Source: an optimization exercise on an open RTL-to-GDS flow (aim: small area). Production flows keep margins and buffers that such runs may drop. Where RTL was checked, it was by simulation tests only, not by an equivalence proof against the original. No functional check of the RTL was part of runs 3 and 4. No driver is modelled on the clock port, so clocking that relies on it looks cheaper here than on a real chip. Power is estimated from default activity; no workload was simulated.

===== flow/config.mk =====
export PLATFORM = sky130hd
export DESIGN_NAME = rtlfa32_4
export DESIGN_NICKNAME = rtlfa32_4
export VERILOG_FILES = /design/flow/design.v
export SDC_FILE = /design/flow/constraint.sdc
export NUM_CORES = 4
export LEC_CHECK = 0
export ABC_AREA = 1
export CAP_MARGIN = 20
export CORE_MARGIN = 2
export CORE_UTILIZATION = 70
export SLEW_MARGIN = 20

===== flow/constraint.sdc =====
create_clock -name core_clock -period 2.0 [get_ports {clk}]
set_input_delay 0.4000 -clock core_clock [delete_from_list [all_inputs] [get_ports {clk}]]
set_output_delay 0.4000 -clock core_clock [all_outputs]
set_load 0.01 [all_outputs]

===== flow/design.v =====
module rtlfa32_4(s, cout, a, b, cin, clk);
	input [31:0] a, b;
	input cin, clk;
	output cout;
	output [31:0] s;
	wire [31:0] bs;           
	wire [32:1] k;            
	wire [6:0] bc;            
	assign bs[0] = a[0] ^ b[0] ^ cin;
	assign k[1] = ~((~a[0] & ~b[0]) | (~cin & ~a[0]) | (~b[0] & ~cin));
	assign bs[1] = a[1] ^ b[1] ^ k[1];
	assign k[2] = ~((~a[1] & ~b[1]) | (~k[1] & ~a[1]) | (~b[1] & ~k[1]));
	assign bs[2] = a[2] ^ b[2] ^ k[2];
	assign k[3] = ~((~a[2] & ~b[2]) | (~k[2] & ~a[2]) | (~b[2] & ~k[2]));
	assign bs[3] = a[3] ^ b[3] ^ k[3];
	assign k[4] = ~((~a[3] & ~b[3]) | (~k[3] & ~a[3]) | (~b[3] & ~k[3]));
	assign bc[0] = k[4];
	assign bs[4] = a[4] ^ b[4];
	assign k[5] = a[4] & b[4];
	assign bs[5] = a[5] ^ b[5] ^ k[5];
	assign k[6] = ~((~a[5] & ~b[5]) | (~k[5] & ~a[5]) | (~b[5] & ~k[5]));
	assign bs[6] = a[6] ^ b[6] ^ k[6];
	assign k[7] = ~((~a[6] & ~b[6]) | (~k[6] & ~a[6]) | (~b[6] & ~k[6]));
	assign bs[7] = a[7] ^ b[7] ^ k[7];
	assign k[8] = ~((~a[7] & ~b[7]) | (~k[7] & ~a[7]) | (~b[7] & ~k[7]));
	assign bc[1] = k[8];
	assign bs[8] = a[8] ^ b[8];
	assign k[9] = a[8] & b[8];
	assign bs[9] = a[9] ^ b[9] ^ k[9];
	assign k[10] = ~((~a[9] & ~b[9]) | (~k[9] & ~a[9]) | (~b[9] & ~k[9]));
	assign bs[10] = a[10] ^ b[10] ^ k[10];
	assign k[11] = ~((~a[10] & ~b[10]) | (~k[10] & ~a[10]) | (~b[10] & ~k[10]));
	assign bs[11] = a[11] ^ b[11] ^ k[11];
	assign k[12] = ~((~a[11] & ~b[11]) | (~k[11] & ~a[11]) | (~b[11] & ~k[11]));
	assign bs[12] = a[12] ^ b[12] ^ k[12];
	assign k[13] = ~((~a[12] & ~b[12]) | (~k[12] & ~a[12]) | (~b[12] & ~k[12]));
	assign bc[2] = k[13];
	assign bs[13] = a[13] ^ b[13];
	assign k[14] = a[13] & b[13];
	assign bs[14] = a[14] ^ b[14] ^ k[14];
	assign k[15] = ~((~a[14] & ~b[14]) | (~k[14] & ~a[14]) | (~b[14] & ~k[14]));
	assign bs[15] = a[15] ^ b[15] ^ k[15];
	assign k[16] = ~((~a[15] & ~b[15]) | (~k[15] & ~a[15]) | (~b[15] & ~k[15]));
	assign bs[16] = a[16] ^ b[16] ^ k[16];
	assign k[17] = ~((~a[16] & ~b[16]) | (~k[16] & ~a[16]) | (~b[16] & ~k[16]));
	assign bs[17] = a[17] ^ b[17] ^ k[17];
	assign k[18] = ~((~a[17] & ~b[17]) | (~k[17] & ~a[17]) | (~b[17] & ~k[17]));
	assign bc[3] = k[18];
	assign bs[18] = a[18] ^ b[18];
	assign k[19] = a[18] & b[18];
	assign bs[19] = a[19] ^ b[19] ^ k[19];
	assign k[20] = ~((~a[19] & ~b[19]) | (~k[19] & ~a[19]) | (~b[19] & ~k[19]));
	assign bs[20] = a[20] ^ b[20] ^ k[20];
	assign k[21] = ~((~a[20] & ~b[20]) | (~k[20] & ~a[20]) | (~b[20] & ~k[20]));
	assign bs[21] = a[21] ^ b[21] ^ k[21];
	assign k[22] = ~((~a[21] & ~b[21]) | (~k[21] & ~a[21]) | (~b[21] & ~k[21]));
	assign bs[22] = a[22] ^ b[22] ^ k[22];
	assign k[23] = ~((~a[22] & ~b[22]) | (~k[22] & ~a[22]) | (~b[22] & ~k[22]));
	assign bc[4] = k[23];
	assign bs[23] = a[23] ^ b[23];
	assign k[24] = a[23] & b[23];
	assign bs[24] = a[24] ^ b[24] ^ k[24];
	assign k[25] = ~((~a[24] & ~b[24]) | (~k[24] & ~a[24]) | (~b[24] & ~k[24]));
	assign bs[25] = a[25] ^ b[25] ^ k[25];
	assign k[26] = ~((~a[25] & ~b[25]) | (~k[25] & ~a[25]) | (~b[25] & ~k[25]));
	assign bs[26] = a[26] ^ b[26] ^ k[26];
	assign k[27] = ~((~a[26] & ~b[26]) | (~k[26] & ~a[26]) | (~b[26] & ~k[26]));
	assign bs[27] = a[27] ^ b[27] ^ k[27];
	assign k[28] = ~((~a[27] & ~b[27]) | (~k[27] & ~a[27]) | (~b[27] & ~k[27]));
	assign bc[5] = k[28];
	assign bs[28] = a[28] ^ b[28];
	assign k[29] = a[28] & b[28];
	assign bs[29] = a[29] ^ b[29] ^ k[29];
	assign k[30] = ~((~a[29] & ~b[29]) | (~k[29] & ~a[29]) | (~b[29] & ~k[29]));
	assign bs[30] = a[30] ^ b[30] ^ k[30];
	assign k[31] = ~((~a[30] & ~b[30]) | (~k[30] & ~a[30]) | (~b[30] & ~k[30]));
	assign bs[31] = a[31] ^ b[31] ^ k[31];
	assign k[32] = ~((~a[31] & ~b[31]) | (~k[31] & ~a[31]) | (~b[31] & ~k[31]));
	assign bc[6] = k[32];
	reg [31:0] ps;
	reg [6:0] pc;
	always @(posedge clk) begin
		ps <= bs;
		pc <= bc;
	end
	wire [7:1] ci;
	wire [31:4] t;            
	wire [31:0] rs;
	assign ci[1] = pc[0];
	assign ci[2] = pc[1] | (&ps[7:4] & ci[1]);
	assign ci[3] = pc[2] | (&ps[12:8] & ci[2]);
	assign ci[4] = pc[3] | (&ps[17:13] & ci[3]);
	assign ci[5] = pc[4] | (&ps[22:18] & ci[4]);
	assign ci[6] = pc[5] | (&ps[27:23] & ci[5]);
	assign ci[7] = pc[6] | (&ps[31:28] & ci[6]);
	assign rs[3:0] = ps[3:0];
	assign t[4] = ci[1];
	assign rs[4] = ps[4] ^ t[4];
	assign t[5] = ps[4] & t[4];
	assign rs[5] = ps[5] ^ t[5];
	assign t[6] = ps[5] & t[5];
	assign rs[6] = ps[6] ^ t[6];
	assign t[7] = ps[6] & t[6];
	assign rs[7] = ps[7] ^ t[7];
	assign t[8] = ci[2];
	assign rs[8] = ps[8] ^ t[8];
	assign t[9] = ps[8] & t[8];
	assign rs[9] = ps[9] ^ t[9];
	assign t[10] = ps[9] & t[9];
	assign rs[10] = ps[10] ^ t[10];
	assign t[11] = ps[10] & t[10];
	assign rs[11] = ps[11] ^ t[11];
	assign t[12] = ps[11] & t[11];
	assign rs[12] = ps[12] ^ t[12];
	assign t[13] = ci[3];
	assign rs[13] = ps[13] ^ t[13];
	assign t[14] = ps[13] & t[13];
	assign rs[14] = ps[14] ^ t[14];
	assign t[15] = ps[14] & t[14];
	assign rs[15] = ps[15] ^ t[15];
	assign t[16] = ps[15] & t[15];
	assign rs[16] = ps[16] ^ t[16];
	assign t[17] = ps[16] & t[16];
	assign rs[17] = ps[17] ^ t[17];
	assign t[18] = ci[4];
	assign rs[18] = ps[18] ^ t[18];
	assign t[19] = ps[18] & t[18];
	assign rs[19] = ps[19] ^ t[19];
	assign t[20] = ps[19] & t[19];
	assign rs[20] = ps[20] ^ t[20];
	assign t[21] = ps[20] & t[20];
	assign rs[21] = ps[21] ^ t[21];
	assign t[22] = ps[21] & t[21];
	assign rs[22] = ps[22] ^ t[22];
	assign t[23] = ci[5];
	assign rs[23] = ps[23] ^ t[23];
	assign t[24] = ps[23] & t[23];
	assign rs[24] = ps[24] ^ t[24];
	assign t[25] = ps[24] & t[24];
	assign rs[25] = ps[25] ^ t[25];
	assign t[26] = ps[25] & t[25];
	assign rs[26] = ps[26] ^ t[26];
	assign t[27] = ps[26] & t[26];
	assign rs[27] = ps[27] ^ t[27];
	assign t[28] = ci[6];
	assign rs[28] = ps[28] ^ t[28];
	assign t[29] = ps[28] & t[28];
	assign rs[29] = ps[29] ^ t[29];
	assign t[30] = ps[29] & t[29];
	assign rs[30] = ps[30] ^ t[30];
	assign t[31] = ps[30] & t[30];
	assign rs[31] = ps[31] ^ t[31];
	reg [32:0] r1, r2, r3, r4, r5, r6, r7;
	always @(posedge clk) begin
		r1 <= {ci[7], rs};
		r2 <= r1;
		r3 <= r2;
		r4 <= r3;
		r5 <= r4;
		r6 <= r5;
		r7 <= r6;
	end
	assign {cout, s} = r7;
endmodule

===== flow/flow/run.sh =====
#!/bin/bash
# Standard ORFS layout, except:
# - the port buffers are the smallest buffer (sky130_fd_sc_hd__buf_1);
# - clock tree synthesis clusters more flip-flops per leaf buffer and adds
#   no dummy loads;
# - the floorplan step does not size gates for timing (with ideal clocks);
#   timing is repaired after clock tree synthesis.
set -euo pipefail
bash standard.sh finish \
  REMOVE_ABC_BUFFERS=1 \
  "BUFFER_PORTS_ARGS=-buffer_cell sky130_fd_sc_hd__buf_1" \
  "CTS_ARGS=-sink_clustering_enable -repair_clock_nets -buf_list sky130_fd_sc_hd__clkbuf_8 -sink_clustering_size 25 -sink_clustering_max_diameter 50 -dont_use_dummy_load" \
  > standard.log 2>&1

===== flow/standard.sh =====
#!/bin/bash
# synth_recipe.tcl (not shown) runs the flow's synth.tcl, then flattens the netlist and writes it again
# the make line also repeats each setting of config.mk as NAME=value (left out here)
make -C /OpenROAD-flow-scripts/flow DESIGN_CONFIG=/design/flow/config.mk WORK_HOME=/design/flow/orfs CLKGATE_MAP_FILE= SYNTH_SCRIPT=/design/flow/synth_recipe.tcl "${@:-finish}"

==> results of run 1 <==
final cells by class:
| type | count | area share [%] |
|---|---|---|
| timing repair buffer | 102 | 5.47 |
| inverter | 5 | 0.258 |
| sequential | 270 | 74.4 |
| tap | 111 | 1.91 |
| multi-input combinational | 88 | 15.2 |
| clock buffer | 15 | 2.84 |
stage by stage:
step,total power (uW),cells,hold WS [ns]
after floorplan,7250,363,0.310
after global placement,7530,572,0.310
after detailed placement,7630,572,0.312
after CTS,9610,587,0.108
after global routing,10000,591,0.105
final,9520,591,0.132
power groups by stage:
stage | Sequential (uW) | Combinational, uW | Clock [uW]
finish | 6960 | 538 | 2020
global route | 7100 | 627 | 2290
CTS | 6980 | 533 | 2090
detailed placement | 7110 | 521 | 0
global placement | 7030 | 496 | 0
floorplan | 7070 | 178 | 0
cell families (layout without fill, tap and decap cells):
logic type	count (synthesis)	count (layout)	share of synthesized area [%]
DFF	270	270	83.2
adders and majority gates	54	54	13.4
and+or+nand+nor	27	27	2.12
xor gates and xnor gates	6	6	0.809
buffers and inverters	5	122	0.289
AOI/OAI and AO/OA	1	1	0.173
cells in the final DEF, fill, tap and decap left out:
| cell type | Yosys | final |
|---|---|---|
| nand2_1 | 9 | 9 |
| nand3_1 | 5 | 4 |
| nand3_2 | 0 | 1 |
| o21bai_4 | 0 | 1 |
| ha_2 | 0 | 3 |
| xor2_1 | 6 | 6 |
| dfxtp_2 | 0 | 5 |
| clkbuf_8 | 0 | 15 |
| nor2_1 | 1 | 1 |
| fa_1 | 26 | 26 |
| nand2_2 | 8 | 8 |
| ha_4 | 0 | 1 |
| buf_4 | 0 | 4 |
| buf_1 | 0 | 98 |
| ha_1 | 28 | 24 |
| nor2_2 | 4 | 4 |
| inv_1 | 5 | 5 |
| dfxtp_1 | 270 | 265 |
per-layer routing:
| metal | up-vias | global-route usage (%) |
|---|---|---|
| met2 | 87 | 22.8 |
| met1 | 1192 | 16.6 |
| met5 | - | 0 |
| li1 | 1355 | - |
| met3 | 10 | 3.76 |
| met4 | 0 | 4.53 |
state kept, by name, summed over array words and instances, names as in the netlist:
| register | cells |
|---|---|
| r5 | 33 |
| r6 | 33 |
| pc | 7 |
| r3 | 33 |
| r1 | 33 |
| r7 | 33 |
| r4 | 33 |
| ps | 32 |
| r2 | 33 |
worst max path at each step:
stage               start     end  slack [ns]  cells past startpoint
floorplan            a[8]  ps[12]       -0.26                      5
global placement    a[23]  ps[27]       -0.38                      6
detailed placement   a[8]  ps[12]       -0.43                      6
CTS                 ps[6]  r1[27]        0.02                     13
global route        ps[6]  r1[27]       -0.04                     13
finish               a[8]  ps[12]        0.08                      6
what timing repair did:
action	4_1_cts	5_1_grt
setup buffers	0	4
gates resized for setup	1	11
pin swaps	0	2
endpoints found under the setup margin	1	2
hold buffers	0	0
hold endpoints to repair	0	0
==> results.yml, run 1 <==
power:
  swShare_pct: 20.5
  power_frac_comb_pct: 5.7
  switching_power_uw: 1950
  p_seq_share_pct: 73.2
  clkPwrFrac_pct: 21.2
  internal-power_uw: 7570
  max-vdd-ir-drop_mv: 0.656
  leakagePower_uw: 0.00306
  powerDensity_mw_per_mm2: 1310
floorplanning:
  die_area_sq_mm: 0.0101
  die-height_microns: 100
  rows: 35
  fp.dieW_microns: 100
  io_pins: 99
  initial_core_util_pct: 71.3
  coreArea_sq_mm: 0.00911
outcome:
  status: "finished clean"
drt:
  dr_total_vias: 2644
  antenna_left: 0
  firstDrtPassIters: 3
  wl_per_cell_microns: 11.2
  vias_per_cell: 4.47
  drc: 0
  drt_iter0_drc: 30
  wl_microns: 6640
  wl_met1_microns: 2990
  maxUsedRoutingLayer: "met4"
  wl_met2_microns: 3090
  met3_length_microns: 439
grt:
  grt_overflow: 0
  grt_pass1_vias: 2579
  grt_usage_pct: 13.4
  grt_antenna_before_repair: 0
  grt_pass1_wl_microns: 10800
  grt_max_degree: 26
synth:
  synthCells: 363
  yosys-top-cells-count: "270 x dfxtp_1, 28 x ha_1, 26 x fa_1"
  yosysWarnings: 1
  synth-seq-cells: 270
  netlist.area_leader.share_pct: 83.2
  syn_avg_cell_area_sq_um: 17.9
  async_reset_ff_share_pct: 0
  syn_area_sq_mm: 0.00650
  synth.distinct_cells: 11
  synth_most_common_cell: "dfxtp_1"
  ys_seq_area_share_pct: 83.2
  synthTopCellsByArea: "dfxtp_1 83%, fa_1 8.0%, ha_1 5.4%"
  synthFlopType: "dfxtp_1"
  synth.largest_area_cell: "dfxtp_1"
  synth-edff-count: 0
placed_design:
  io_buffers: 98
  gp_congestion: 0.763
  hpwl_microns: 4590
  placed_cell_area_sq_mm: 0.00700
  post-place-ws_ns: -0.428
sta:
  maxSlewViolCount: 0
  min_period_ns: 1.92
  post-route-period-util_pct: 95.8
  hold_violations: 0
  maxSlewHeadroom_pct: 89.2
  finClkSkew_ns: 0.0317
  finalSetupViolations: 0
  worstMarginPinSlew_ns: 0.161
  fin_ws_ns: 0.0844
  fin_tns_setup_ns: 0
  max_freq_mhz: 522
layout:
  antennaDiodeCount: 0
  fin_util_pct: 79.9
  area_growth_pct: 12.0
  regArea_sq_mm: 0.00541
  fillCellCount: 520
  layout.nets: 602
  multiInputGateArea_sq_mm: 0.00110
  design_area_sq_mm: 0.00728
  drive_gt1_share_pct: 8.75
critical_path:
  worst_path_largest_cell_delay_ns: 0.43
  rr_endpoint: "r1[27]"
  critPathMaxFanout: 1
  cp_data_arrival_time_ns: 2.28
  cp-start-kind: "primary input"
  critPathBufInv: 1
  crit_path_end_kind: "flip-flop"
  critPathTopFamily: "adder cells"
  cp_cell_sequence: "buf_1, ha_1, fa_1, fa_1, fa_1, fa_1"
  rrSetupSlack_ns: 0.09
  reg2reg_depth: 13
  cp_slowest_cell: "fa_1"
  critPathRequiredTime_ns: 2.36
  cp_common_cell: "fa_1"
  regToRegStartpoint: "pc[0]"
  critPathKind: "in -> reg"
cts:
  cts-root-buf: "clkbuf_8"
  numCtsBuffers: 15
  cts.clk_slew.worst_paths_ns: 0.11
  tritoncts: "built"
  cts_buffer_depth: 3
  clock_latency_ns: 0.47
  clock_sinks: 270
  htree_levels: 1
hold_path:
  whs_path_depth: 2
  hold_start: "b[13]"
  hold_class: "in -> reg"
  hold_end: "ps[13]"
flow_run:
  maxCapViolCount: 0
==> run 2, diff against run 1 <==
--- a/flow/flow/run.sh
+++ b/flow/flow/run.sh
@@ -11,3 +11,3 @@
   "BUFFER_PORTS_ARGS=-buffer_cell sky130_fd_sc_hd__buf_1" \
-  "CTS_ARGS=-sink_clustering_enable -repair_clock_nets -buf_list sky130_fd_sc_hd__clkbuf_8 -sink_clustering_size 25 -sink_clustering_max_diameter 50 -dont_use_dummy_load" \
+  "CTS_ARGS=-sink_clustering_enable -repair_clock_nets -buf_list sky130_fd_sc_hd__clkbuf_8 -sink_clustering_size 24 -sink_clustering_max_diameter 50 -dont_use_dummy_load" \
   > standard.log 2>&1
--- a/flow/config.mk
+++ b/flow/config.mk
@@ -10,3 +10,4 @@
 export CORE_MARGIN = 2
-export CORE_UTILIZATION = 70
+export CORE_UTILIZATION = 40
+export PLACE_DENSITY = 0.8
 export SLEW_MARGIN = 20
==> run 2 against run 1 <==
Maximum frequency shrank 2.1%. Critical path depth is the same. Core utilization is 33 points lower. Sequential power hardly changed. Global-route usage fell by 4.6 points. Count of clock-buffer cells in the layout up 5. Non-clock buffer count down 4. Worst hold slack improved by 0.011 ns. Register-to-register slack better by 0.08 ns. Critical endpoint is now ps[17]. Still clean. First-iteration DRC count increased to 3.5 times the previous value.
==> results.yml, run 2 <==
floorplanning:
  rows: 46
  die-height_microns: 131
  io_pins: 99
  coreArea_sq_mm: 0.0159
  die_area_sq_mm: 0.0173
  initial_core_util_pct: 40.9
  fp.dieW_microns: 131
power:
  max-vdd-ir-drop_mv: 0.432
  powerDensity_mw_per_mm2: 1320
  leakagePower_uw: 0.00308
critical_path:
  cp-start-kind: "primary input"
  critPathMaxFanout: 1
  crit_path_end_kind: "flip-flop"
  reg2reg_depth: 13
  critPathRequiredTime_ns: 2.34
  regToRegStartpoint: "ps[5]"
  cp_data_arrival_time_ns: 2.30
  critPathKind: "in -> reg"
  rrSetupSlack_ns: 0.17
  rr_endpoint: "r1[27]"
sta:
  fin_ws_ns: 0.0440
  post-route-period-util_pct: 97.8
  maxSlewViolCount: 0
  finalSetupViolations: 0
  fin_tns_setup_ns: 0
  max_freq_mhz: 511
  worstMarginPinSlew_ns: 0.173
  hold_violations: 0
  min_period_ns: 1.96
  rsz0062_at_grt: "no"
  finClkSkew_ns: 0.0549
  maxSlewHeadroom_pct: 88.5
synth:
  synth-seq-cells: 270
  async_reset_ff_share_pct: 0
  yosysWarnings: 1
  synth_most_common_cell: "dfxtp_1"
  synthCells: 363
  netlist.area_leader.share_pct: 83.2
  synth.distinct_cells: 11
  synthTopCellsByArea: "dfxtp_1 83%, fa_1 8.0%, ha_1 5.4%"
  syn_area_sq_mm: 0.00650
  synth-edff-count: 0
  yosys-top-cells-count: "270 x dfxtp_1, 28 x ha_1, 26 x fa_1"
  synth.largest_area_cell: "dfxtp_1"
  ys_seq_area_share_pct: 83.2
  syn_avg_cell_area_sq_um: 17.9
  synthFlopType: "dfxtp_1"
cts:
  numCtsBuffers: 20
  tritoncts: "built"
  postCtsSetupBuffers: 0
  postCtsHoldBufs: 0
  clock_sinks: 270
  cts-root-buf: "clkbuf_8"
  ctsResizeCount: 0
  cts.clk_slew.worst_paths_ns: 0.08
  cts_buffer_depth: 3
  clock_latency_ns: 0.51
  htree_levels: 1
drt:
  drt_iter0_drc: 106
  firstDrtPassIters: 4
  vias_per_cell: 3.76
  maxUsedRoutingLayer: "met4"
  antenna_left: 0
  wl_met2_microns: 3530
  wl_met1_microns: 3270
  drc: 0
  dr_total_vias: 2620
  wl_microns: 7560
  wl_per_cell_microns: 10.8
  met3_length_microns: 444
grt:
  grt_usage_pct: 8.84
  grt_antenna_before_repair: 0
  grt_pass1_wl_microns: 12600
  grt_max_degree: 25
  grt_overflow: 0
  grt_pass1_vias: 2834
hold_path:
  hold_start: "a[8]"
  hold_class: "in -> reg"
  whs_path_depth: 2
  hold_end: "ps[8]"
flow_run:
  maxCapViolCount: 0
layout:
  fillCellCount: 1424
  fin_util_pct: 46.7
  area_growth_pct: 14.1
  final_common_cell: "dfxtp_1"
  layoutNonFillerInstCount: 697
  design_area_sq_mm: 0.00741
  final_cell_mix: "270 x dfxtp_1, 98 x buf_1, 28 x ha_1"
  antennaDiodeCount: 0
  drive_gt1_share_pct: 7.07
  layout.nets: 603
placed_design:
  placed_cells: 677
  placed_cell_area_sq_mm: 0.00713
  post-place-ws_ns: -0.462
  io_buffers: 98
  gp_congestion: 0.760
  hpwl_microns: 5500
outcome:
  status: "finished clean"
==> run 2: through the flow <==
step / hold WS, ns / power, uW
after floorplan: 0.310 / 7250
after global placement: 0.310 / 7560
after detailed placement: 0.312 / 7660
after CTS: 0.0948 / 9960
after global routing: 0.0903 / 10300
final: 0.143 / 9810
==> run 2: report_power, final <==
group          leakage [uW]  switching (uW)  internal [uW]
clock              0.000144            1420            901
combinational      0.000661             307            219
sequential          0.00228             316           6650
total               0.00308            2040           7770
==> run 2: layout make-up <==
type,instances,area [sq um],share of cell area (%)
inverters,5,18.8,0.253
flip-flops and latches,270,5410,72.9
well taps,216,270,3.65
repair buffers,98,368,4.96
multi-input cells,88,1070,14.5
clock buffers,20,275,3.71
==> run 2: metal layers <==
metal | track usage [%] | vias to the layer above
met5 | 0 | -
met4 | 5.31 | 0
met3 | 2.16 | 26
met2 | 15.3 | 78
met1 | 9.83 | 1160
li1 | - | 1356
==> run 2: kinds of logic after synthesis <==
family	synth area share, %
xor gates and xnor gates	0.809
DFF	83.2
buffers and inverters	0.289
and+or+nand+nor	2.12
adders and majority gates	13.4
AOI/OAI and AO/OA	0.173
==> run 2: how the worst max path moves through the flow <==
stage | startpoint | end | cells past startpoint
6_report | a[13] | ps[17] | 6
5_1_grt | a[13] | ps[17] | 6
4_1_cts | a[18] | ps[22] | 6
3_5_place_dp | a[18] | ps[22] | 6
3_3_place_gp | b[8] | ps[12] | 6
2_1_floorplan | a[8] | ps[12] | 5
==> run 2: worst max-delay path, cell delays in order <==
cell and delay (ns):
buf_1 0.08, ha_1 0.20, fa_1 0.39, fa_1 0.40
fa_1 0.40, fa_1 0.43
==> run 3, diff against run 2 <==
--- a/flow/design.v
+++ b/flow/design.v
@@ -25,7 +25,7 @@
 	assign k[8] = ~((~a[7] & ~b[7]) | (~k[7] & ~a[7]) | (~b[7] & ~k[7]));
-	assign bc[1] = k[8];
-	assign bs[8] = a[8] ^ b[8];
-	assign k[9] = a[8] & b[8];
-	assign bs[9] = a[9] ^ b[9] ^ k[9];
-	assign k[10] = ~((~a[9] & ~b[9]) | (~k[9] & ~a[9]) | (~b[9] & ~k[9]));
+	assign bs[8] = a[8] ^ b[8] ^ k[8];
+	assign k[9] = ~((~a[8] & ~b[8]) | (~k[8] & ~a[8]) | (~b[8] & ~k[8]));
+	assign bc[1] = k[9];
+	assign bs[9] = a[9] ^ b[9];
+	assign k[10] = a[9] & b[9];
 	assign bs[10] = a[10] ^ b[10] ^ k[10];
@@ -36,7 +36,7 @@
 	assign k[13] = ~((~a[12] & ~b[12]) | (~k[12] & ~a[12]) | (~b[12] & ~k[12]));
-	assign bc[2] = k[13];
-	assign bs[13] = a[13] ^ b[13];
-	assign k[14] = a[13] & b[13];
-	assign bs[14] = a[14] ^ b[14] ^ k[14];
-	assign k[15] = ~((~a[14] & ~b[14]) | (~k[14] & ~a[14]) | (~b[14] & ~k[14]));
+	assign bs[13] = a[13] ^ b[13] ^ k[13];
+	assign k[14] = ~((~a[13] & ~b[13]) | (~k[13] & ~a[13]) | (~b[13] & ~k[13]));
+	assign bc[2] = k[14];
+	assign bs[14] = a[14] ^ b[14];
+	assign k[15] = a[14] & b[14];
 	assign bs[15] = a[15] ^ b[15] ^ k[15];
@@ -47,7 +47,7 @@
 	assign k[18] = ~((~a[17] & ~b[17]) | (~k[17] & ~a[17]) | (~b[17] & ~k[17]));
-	assign bc[3] = k[18];
-	assign bs[18] = a[18] ^ b[18];
-	assign k[19] = a[18] & b[18];
-	assign bs[19] = a[19] ^ b[19] ^ k[19];
-	assign k[20] = ~((~a[19] & ~b[19]) | (~k[19] & ~a[19]) | (~b[19] & ~k[19]));
+	assign bs[18] = a[18] ^ b[18] ^ k[18];
+	assign k[19] = ~((~a[18] & ~b[18]) | (~k[18] & ~a[18]) | (~b[18] & ~k[18]));
+	assign bc[3] = k[19];
+	assign bs[19] = a[19] ^ b[19];
+	assign k[20] = a[19] & b[19];
 	assign bs[20] = a[20] ^ b[20] ^ k[20];
@@ -58,7 +58,7 @@
 	assign k[23] = ~((~a[22] & ~b[22]) | (~k[22] & ~a[22]) | (~b[22] & ~k[22]));
-	assign bc[4] = k[23];
-	assign bs[23] = a[23] ^ b[23];
-	assign k[24] = a[23] & b[23];
-	assign bs[24] = a[24] ^ b[24] ^ k[24];
-	assign k[25] = ~((~a[24] & ~b[24]) | (~k[24] & ~a[24]) | (~b[24] & ~k[24]));
+	assign bs[23] = a[23] ^ b[23] ^ k[23];
+	assign k[24] = ~((~a[23] & ~b[23]) | (~k[23] & ~a[23]) | (~b[23] & ~k[23]));
+	assign bc[4] = k[24];
+	assign bs[24] = a[24] ^ b[24];
+	assign k[25] = a[24] & b[24];
 	assign bs[25] = a[25] ^ b[25] ^ k[25];
@@ -69,7 +69,7 @@
 	assign k[28] = ~((~a[27] & ~b[27]) | (~k[27] & ~a[27]) | (~b[27] & ~k[27]));
-	assign bc[5] = k[28];
-	assign bs[28] = a[28] ^ b[28];
-	assign k[29] = a[28] & b[28];
-	assign bs[29] = a[29] ^ b[29] ^ k[29];
-	assign k[30] = ~((~a[29] & ~b[29]) | (~k[29] & ~a[29]) | (~b[29] & ~k[29]));
+	assign bs[28] = a[28] ^ b[28] ^ k[28];
+	assign k[29] = ~((~a[28] & ~b[28]) | (~k[28] & ~a[28]) | (~b[28] & ~k[28]));
+	assign bc[5] = k[29];
+	assign bs[29] = a[29] ^ b[29];
+	assign k[30] = a[29] & b[29];
 	assign bs[30] = a[30] ^ b[30] ^ k[30];
@@ -89,8 +89,8 @@
 	assign ci[1] = pc[0];
-	assign ci[2] = pc[1] | (&ps[7:4] & ci[1]);
-	assign ci[3] = pc[2] | (&ps[12:8] & ci[2]);
-	assign ci[4] = pc[3] | (&ps[17:13] & ci[3]);
-	assign ci[5] = pc[4] | (&ps[22:18] & ci[4]);
-	assign ci[6] = pc[5] | (&ps[27:23] & ci[5]);
-	assign ci[7] = pc[6] | (&ps[31:28] & ci[6]);
+	assign ci[2] = pc[1] | (&ps[8:4] & ci[1]);
+	assign ci[3] = pc[2] | (&ps[13:9] & ci[2]);
+	assign ci[4] = pc[3] | (&ps[18:14] & ci[3]);
+	assign ci[5] = pc[4] | (&ps[23:19] & ci[4]);
+	assign ci[6] = pc[5] | (&ps[28:24] & ci[5]);
+	assign ci[7] = pc[6] | (&ps[31:29] & ci[6]);
 	assign rs[3:0] = ps[3:0];
@@ -104,5 +104,5 @@
 	assign rs[7] = ps[7] ^ t[7];
-	assign t[8] = ci[2];
+	assign t[8] = ps[7] & t[7];
 	assign rs[8] = ps[8] ^ t[8];
-	assign t[9] = ps[8] & t[8];
+	assign t[9] = ci[2];
 	assign rs[9] = ps[9] ^ t[9];
@@ -114,5 +114,5 @@
 	assign rs[12] = ps[12] ^ t[12];
-	assign t[13] = ci[3];
+	assign t[13] = ps[12] & t[12];
 	assign rs[13] = ps[13] ^ t[13];
-	assign t[14] = ps[13] & t[13];
+	assign t[14] = ci[3];
 	assign rs[14] = ps[14] ^ t[14];
@@ -124,5 +124,5 @@
 	assign rs[17] = ps[17] ^ t[17];
-	assign t[18] = ci[4];
+	assign t[18] = ps[17] & t[17];
 	assign rs[18] = ps[18] ^ t[18];
-	assign t[19] = ps[18] & t[18];
+	assign t[19] = ci[4];
 	assign rs[19] = ps[19] ^ t[19];
@@ -134,5 +134,5 @@
 	assign rs[22] = ps[22] ^ t[22];
-	assign t[23] = ci[5];
+	assign t[23] = ps[22] & t[22];
 	assign rs[23] = ps[23] ^ t[23];
-	assign t[24] = ps[23] & t[23];
+	assign t[24] = ci[5];
 	assign rs[24] = ps[24] ^ t[24];
@@ -144,5 +144,5 @@
 	assign rs[27] = ps[27] ^ t[27];
-	assign t[28] = ci[6];
+	assign t[28] = ps[27] & t[27];
 	assign rs[28] = ps[28] ^ t[28];
-	assign t[29] = ps[28] & t[28];
+	assign t[29] = ci[6];
 	assign rs[29] = ps[29] ^ t[29];
==> flow/flow/run.sh (replaced) <==
#!/bin/bash
# Standard ORFS layout, except:
# - the port buffers are the smallest buffer (sky130_fd_sc_hd__buf_1);
# - clock tree synthesis clusters more flip-flops per leaf buffer and adds
#   no dummy loads.
set -euo pipefail
bash standard.sh finish \
  "BUFFER_PORTS_ARGS=-buffer_cell sky130_fd_sc_hd__buf_1" \
  "CTS_ARGS=-sink_clustering_enable -repair_clock_nets -buf_list sky130_fd_sc_hd__clkbuf_8 -sink_clustering_size 20 -sink_clustering_max_diameter 60 -dont_use_dummy_load" \
  > standard.log 2>&1
--- a/flow/config.mk
+++ b/flow/config.mk
@@ -11,3 +11,2 @@
 export CORE_UTILIZATION = 40
-export PLACE_DENSITY = 0.8
 export SLEW_MARGIN = 20
==> run 3 against run 2 <==
Still clean. Register-to-register slack worse by 0.04 ns. Clock power is 3% lower. Synthesized area is 0.15% higher. Maximum frequency is 4.8% higher. Sequential cell count stayed put. Sequential power hardly changed. Final cell count is 0.57% higher. Critical path depth is 9 higher. Count of clock-buffer cells in the layout is 2 lower. Combinational power is 4.9% higher. Non-clock buffer count is 3 higher. Largest power group unchanged.
==> results.yml, run 3 <==
outcome:
  status: "finished clean"
drt:
  wl_per_cell_microns: 10.5
  vias_per_cell: 3.65
  dr_total_vias: 2557
  firstDrtPassIters: 3
  antenna_left: 0
  drt_iter0_drc: 134
  drc: 0
  wl_microns: 7360
placed_design:
  gp_congestion: 0.686
  io_buffers: 98
  hpwl_microns: 5080
grt:
  grt_pass1_vias: 2707
  grt_overflow: 0
  grt_usage_pct: 8.92
  grt_pass1_wl_microns: 12700
  grt_max_degree: 21
  grt_antenna_before_repair: 0
critical_path:
  cp-start-kind: "flip-flop"
  critPathRequiredTime_ns: 2.39
  cp_data_arrival_time_ns: 2.26
  crit_path_end_kind: "flip-flop"
  critPathKind: "reg -> reg"
  critPathMaxFanout: 2
floorplanning:
  die-height_microns: 132
  coreArea_sq_mm: 0.0159
  rows: 46
  die_area_sq_mm: 0.0173
  io_pins: 99
  fp.dieW_microns: 132
  initial_core_util_pct: 41.0
power:
  switching_power_uw: 2040
  leakagePower_uw: 0.00307
  finalPower_uw: 9740
  powerDensity_mw_per_mm2: 1290
  power_frac_comb_pct: 5.7
  max-vdd-ir-drop_mv: 0.555
  p_seq_share_pct: 71.3
  clkPwrFrac_pct: 23.1
  internal-power_uw: 7700
  swShare_pct: 21.0
layout:
  drive_gt1_share_pct: 14.2
  fin_util_pct: 47.6
  antennaDiodeCount: 0
  area_growth_pct: 16.1
  fillCellCount: 1443
  final_common_cell: "dfxtp_1"
  final_cell_mix: "268 x dfxtp_1, 98 x buf_1, 23 x fa_2"
  layout.nets: 607
cts:
  clock_latency_ns: 0.50
  numCtsBuffers: 18
  clock_sinks: 270
  cts_buffer_depth: 3
  cts-root-buf: "clkbuf_8"
  cts.clk_slew.worst_paths_ns: 0.11
  htree_levels: 1
  tritoncts: "built"
sta:
  fin_tns_setup_ns: 0
  hold_violations: 0
  finalSetupViolations: 0
  min_period_ns: 1.87
  worstMarginPinSlew_ns: 0.173
  maxSlewHeadroom_pct: 88.5
  max_freq_mhz: 536
  finClkSkew_ns: 0.0560
  post-route-period-util_pct: 93.3
  maxSlewViolCount: 0
synth:
  yosys-top-cells-count: "270 x dfxtp_1, 28 x ha_1, 26 x fa_1"
  ys_seq_area_share_pct: 83.1
  synthCells: 366
  synthTopCellsByArea: "dfxtp_1 83%, fa_1 8.0%, ha_1 5.4%"
  yosysWarnings: 1
  syn_nets: 486
  netlist.area_leader.share_pct: 83.1
  synth_most_common_cell: "dfxtp_1"
  syn_avg_cell_area_sq_um: 17.8
  synth-seq-cells: 270
  async_reset_ff_share_pct: 0
  synth.distinct_cells: 12
  syn_area_sq_mm: 0.00651
  synth-edff-count: 0
  synth.largest_area_cell: "dfxtp_1"
  synthFlopType: "dfxtp_1"
flow_run:
  maxCapViolCount: 0
hold_path:
  hold_class: "in -> reg"
==> run 3: cell types whose count changed in the layout (fill, tap and decap cells not counted), moves of 3 or more <==
cell and change:
ha_1 -8, buf_4 +3, ha_4 +6, fa_2 +22, fa_1 -22
==> run 3: worst paths after layout <==
path	depth (start not counted)	end	slack [ns]	start
min	2	ps[29]	0.17	b[29]
min reg2reg	0	r2[30]	0.29	r1[30]
max reg2reg	15	r1[28]	0.13	pc[0]
max	15	r1[28]	0.13	pc[0]
==> run 3: stage by stage <==
step | instance area, sq um | hold slack (ns) | std cells | setup WS, ns
floorplan | 6630 | 0.310 | 366 | -0.111
global placement | 7260 | 0.310 | 680 | -0.253
detailed placement | 7260 | 0.312 | 680 | -0.308
CTS | 7510 | 0.138 | 698 | 0.0425
global route | 7550 | 0.134 | 701 | -0.00356
finish | 7550 | 0.175 | 701 | 0.134
==> run 3: area by class of cell <==
class	instances	area, sq um	share of cell area, %
sequential	270	5410	71.6
multi-input combinational	89	1210	16.0
clock buffer	18	248	3.28
tap	216	270	3.58
inverter	7	26.3	0.348
timing repair buffer	101	390	5.17
==> run 3: kinds of logic after synthesis <==
kind of cell | share of synthesized area, %
xor gates and xnor gates | 0.808
adders and majority gates | 13.4
buffers and inverters | 0.404
DFF | 83.1
and+or+nand+nor | 2.33
==> run 3: layer usage <==
layer	vias up	share of wire (%)	global-route usage [%]
li1	1367	-	-
met4	0	3.6	4.89
met2	71	44	13.9
met3	19	6.6	2.93
met5	-	0	0
met1	1100	45	11.0
==> run 3: power by group through the flow <==
stage / clock [uW] / combinational, uW / sequential, uW
3_5_place_dp: 0 / 555 / 7090
5_1_grt: 2600 / 651 / 7070
4_1_cts: 2390 / 562 / 6960
6_report: 2250 / 552 / 6940
3_3_place_gp: 0 / 529 / 7060
2_1_floorplan: 0 / 191 / 7070
==> run 3: worst max-delay path: stages (launching register included) <==
cell and delay [ns]:
dfxtp_2 0.34, nand2_1 0.06, nor2_1 0.04, nand2_1 0.08
nand2_2 0.07, nand2_2 0.06, nand2_2 0.07, nand2_2 0.06
nand2_2 0.06, nand2_2 0.06, nand2_2 0.08, ha_4 0.16
ha_1 0.17, ha_2 0.17, ha_2 0.16, xor2_1 0.13
==> run 3: timing repair <==
item / 4_1_cts / 5_1_grt
buffers inserted: 0 / 3
setup endpoints to repair: 0 / 2
hold buffers: 0 / 0
gates resized for setup: 0 / 6
==> run 4, diff against run 3 <==
--- a/flow/flow/run.sh
+++ b/flow/flow/run.sh
@@ -4,5 +4,8 @@
 # - clock tree synthesis clusters more flip-flops per leaf buffer and adds
-#   no dummy loads.
+#   no dummy loads;
+# - the floorplan step does not size gates for timing (with ideal clocks);
+#   timing is repaired after clock tree synthesis.
 set -euo pipefail
 bash standard.sh finish \
+  REMOVE_ABC_BUFFERS=1 \
   "BUFFER_PORTS_ARGS=-buffer_cell sky130_fd_sc_hd__buf_1" \
==> run 4 against run 3 <==
Die area unchanged. Critical endpoint is now ps[18]. Largest power group unchanged. Highest routed layer unchanged. Critical path type is now in -> reg. Count of clock-buffer cells in the layout decreased by 1. Power decreased by 1.1%. Sequential share of layout area increased by 1.2 points. Clock power decreased by 4%. Non-clock buffer count unchanged. Still clean.
==> results.yml, run 4 <==
outcome:
  status: "finished clean"
power:
  leakagePower_uw: 0.00309
  clkPwrFrac_pct: 22.4
  power_frac_comb_pct: 5.6
  switching_power_uw: 1990
  powerDensity_mw_per_mm2: 1300
  p_seq_share_pct: 72.0
  swShare_pct: 20.6
  internal-power_uw: 7650
  max-vdd-ir-drop_mv: 0.570
floorplanning:
  rows: 46
  io_pins: 99
  die-height_microns: 132
  initial_core_util_pct: 41.0
  coreArea_sq_mm: 0.0159
  fp.dieW_microns: 132
  die_area_sq_mm: 0.0173
grt:
  grt_antenna_before_repair: 0
  grt_pass1_wl_microns: 12000
  grt_max_degree: 21
  grt_overflow: 0
  grt_util_met2_pct: 13.8
  grt_usage_pct: 8.35
  grt_pass1_vias: 2768
  grt_most_used_layer: "met2"
  gr-usage-met3_pct: 2.51
  global_route.usage.met1_pct: 9.63
synth:
  syn_avg_cell_area_sq_um: 17.8
  synthCells: 366
  yosysWarnings: 1
  syn_area_sq_mm: 0.00651
  synthFlopType: "dfxtp_1"
  synth-edff-count: 0
  synthTopCellsByArea: "dfxtp_1 83%, fa_1 8.0%, ha_1 5.4%"
  yosys-top-cells-count: "270 x dfxtp_1, 28 x ha_1, 26 x fa_1"
  async_reset_ff_share_pct: 0
  synth.largest_area_cell: "dfxtp_1"
  synth-seq-cells: 270
  synth.distinct_cells: 12
  ys_seq_area_share_pct: 83.1
  synth_most_common_cell: "dfxtp_1"
  netlist.area_leader.share_pct: 83.1
critical_path:
  cp_data_arrival_time_ns: 2.28
  rrSetupSlack_ns: 0.13
  critPathKind: "in -> reg"
  critPathMaxFanout: 1
  crit_path_end_kind: "flip-flop"
  cp-start-kind: "primary input"
  critPathRequiredTime_ns: 2.34
layout:
  fillCellCount: 1421
  antennaDiodeCount: 0
  layout.nets: 606
  drive_gt1_share_pct: 9.09
  layoutNonFillerInstCount: 700
  area_growth_pct: 14.3
  final_cell_mix: "266 x dfxtp_1, 98 x buf_1, 26 x fa_1"
  multiInputGateArea_sq_mm: 0.00110
  regArea_sq_mm: 0.00541
  fin_util_pct: 46.8
  final_common_cell: "dfxtp_1"
drt:
  drt_iter0_drc: 96
  vias_per_cell: 3.65
  wl_per_cell_microns: 9.73
  dr_total_vias: 2553
  firstDrtPassIters: 4
  drc: 0
  antenna_left: 0
  wl_microns: 6810
cts:
  cts-root-buf: "clkbuf_8"
  cts.clk_slew.worst_paths_ns: 0.11
  clock_latency_ns: 0.50
  tritoncts: "built"
  htree_levels: 1
  postCtsHoldBufs: 0
  clock_sinks: 270
  cts_buffer_depth: 3
  numCtsBuffers: 17
sta:
  worstMarginPinSlew_ns: 0.200
  fin_tns_setup_ns: 0
  maxSlewHeadroom_pct: 86.7
  finClkSkew_ns: 0.0476
  maxSlewViolCount: 0
  holdWs_ns: 0.102
  max_freq_mhz: 514
  rsz0062_at_grt: "yes"
  min_period_ns: 1.95
  finalSetupViolations: 0
  post-route-period-util_pct: 97.3
  hold_violations: 0
placed_design:
  hpwl_microns: 4730
  placed_cells: 680
  io_buffers: 98
  gp_congestion: 0.714
hold_path:
  hold_class: "in -> reg"
flow_run:
  maxCapViolCount: 0
[run 4: cell count changes in the layout (fill, tap and decap cells not counted), moves of 2 or more]
cell     before  now
dfxtp_1     268  266
dfxtp_2       2    4
fa_1          3   26
fa_2         23    0
ha_1         20   23
ha_2          2    4
ha_4          6    1
[run 4: critical path, stage by stage]
cell and delay, ns:
buf_1 0.07, ha_1 0.20, fa_1 0.38, fa_1 0.39, fa_1 0.40, fa_1 0.45
[run 4: through the flow]
step,instance area [sq um],setup WS [ns],total power (uW)
after floorplan,6510,-0.260,7240
after global placement,7140,-0.374,7570
after detailed placement,7140,-0.467,7620
after CTS,7380,0.0458,9820
after global routing,7430,-0.000645,10200
final,7430,0.0544,9630
[run 4: logic make-up (layout without fill, tap and decap cells)]
logic type    Yosys count  count (layout)  share of synthesized area, %
buf+inv                 7             125                         0.404
simple gates           29              29                          2.33
fa+ha+maj              54              54                          13.4
flops                 270             270                          83.1
xor+xnor                6               6                         0.808
[run 4: final cells by class]
| class | count | share of cell area, % |
|---|---|---|
| Clock buffer | 17 | 3.15 |
| Inverter | 7 | 0.353 |
| Multi-Input combinational cell | 89 | 14.8 |
| Sequential cell | 270 | 72.8 |
| Tap cell | 216 | 3.64 |
| Timing Repair Buffer | 101 | 5.25 |
[run 4: worst paths after layout]
path                from  endpoint  cells after the start
setup / recovery   a[14]    ps[18]                      6
hold / removal      b[9]     ps[9]                      2
setup reg to reg   pc[0]    r1[22]                     13
hold reg to reg   r1[21]    r2[21]                      0
[run 4: power groups by stage]
| stage | clock, uW | sequential [uW] | combinational, uW |
|---|---|---|---|
| floorplan | 0 | 7070 | 179 |
| global placement | 0 | 7060 | 510 |
| CTS | 2320 | 6950 | 543 |
| detailed placement | 0 | 7090 | 538 |
| global route | 2540 | 7070 | 625 |
| finish | 2160 | 6930 | 537 |
[run 4: per-layer routing]
metal	vias up	share of wire, %
met2	72	44
met5	-	0
met1	1099	45
met3	20	6.7
li1	1362	-
met4	0	3.8
[run 4: repair_timing]
item,4_1_cts,5_1_grt
gates resized for setup,0,11
setup endpoints to repair,0,2
setup buffers,0,3

==> afterwards: timing with drivers on the ports <==
The flow's constraints put no driver on any port. The routed layouts listed below were extracted and timed again, unchanged, in two steps. Step 1 assumes that a clkbuf_16 drives the clock port and a buf_2 every other input. Step 2, shift: input delay + t, output delay - t, t = (earliest + latest rising clock arrival at the registers) / 2. This alone moves slack from input paths to output paths. Three values: ideal, step 1, step 2; two values: the first two.
run	shift t [ns]	setup WS [ns]	hold slack, ns	worst setup path at the end	worst data-port slew with drivers (ns)
run 1	0.491	0.084 / 0.092 / -0.395	0.132 / 0.124 / 0.304	input to register	0.04
run 2	0.512	0.044 / 0.052 / -0.460	0.143 / 0.143 / 0.271	input to register	0.05
run 3	0.504	0.134 / 0.134 / -0.348	0.175 / 0.165 / 0.293	input to register	0.08
run 4	0.510	0.054 / 0.066 / -0.444	0.102 / 0.092 / 0.296	input to register	0.03
Met with ideal ports but missed after step 2: setup timing in every run listed. For run 2, which loses most, drivers alone change the setup slack by +0.008 ns; drivers and shift together by -0.504 ns.
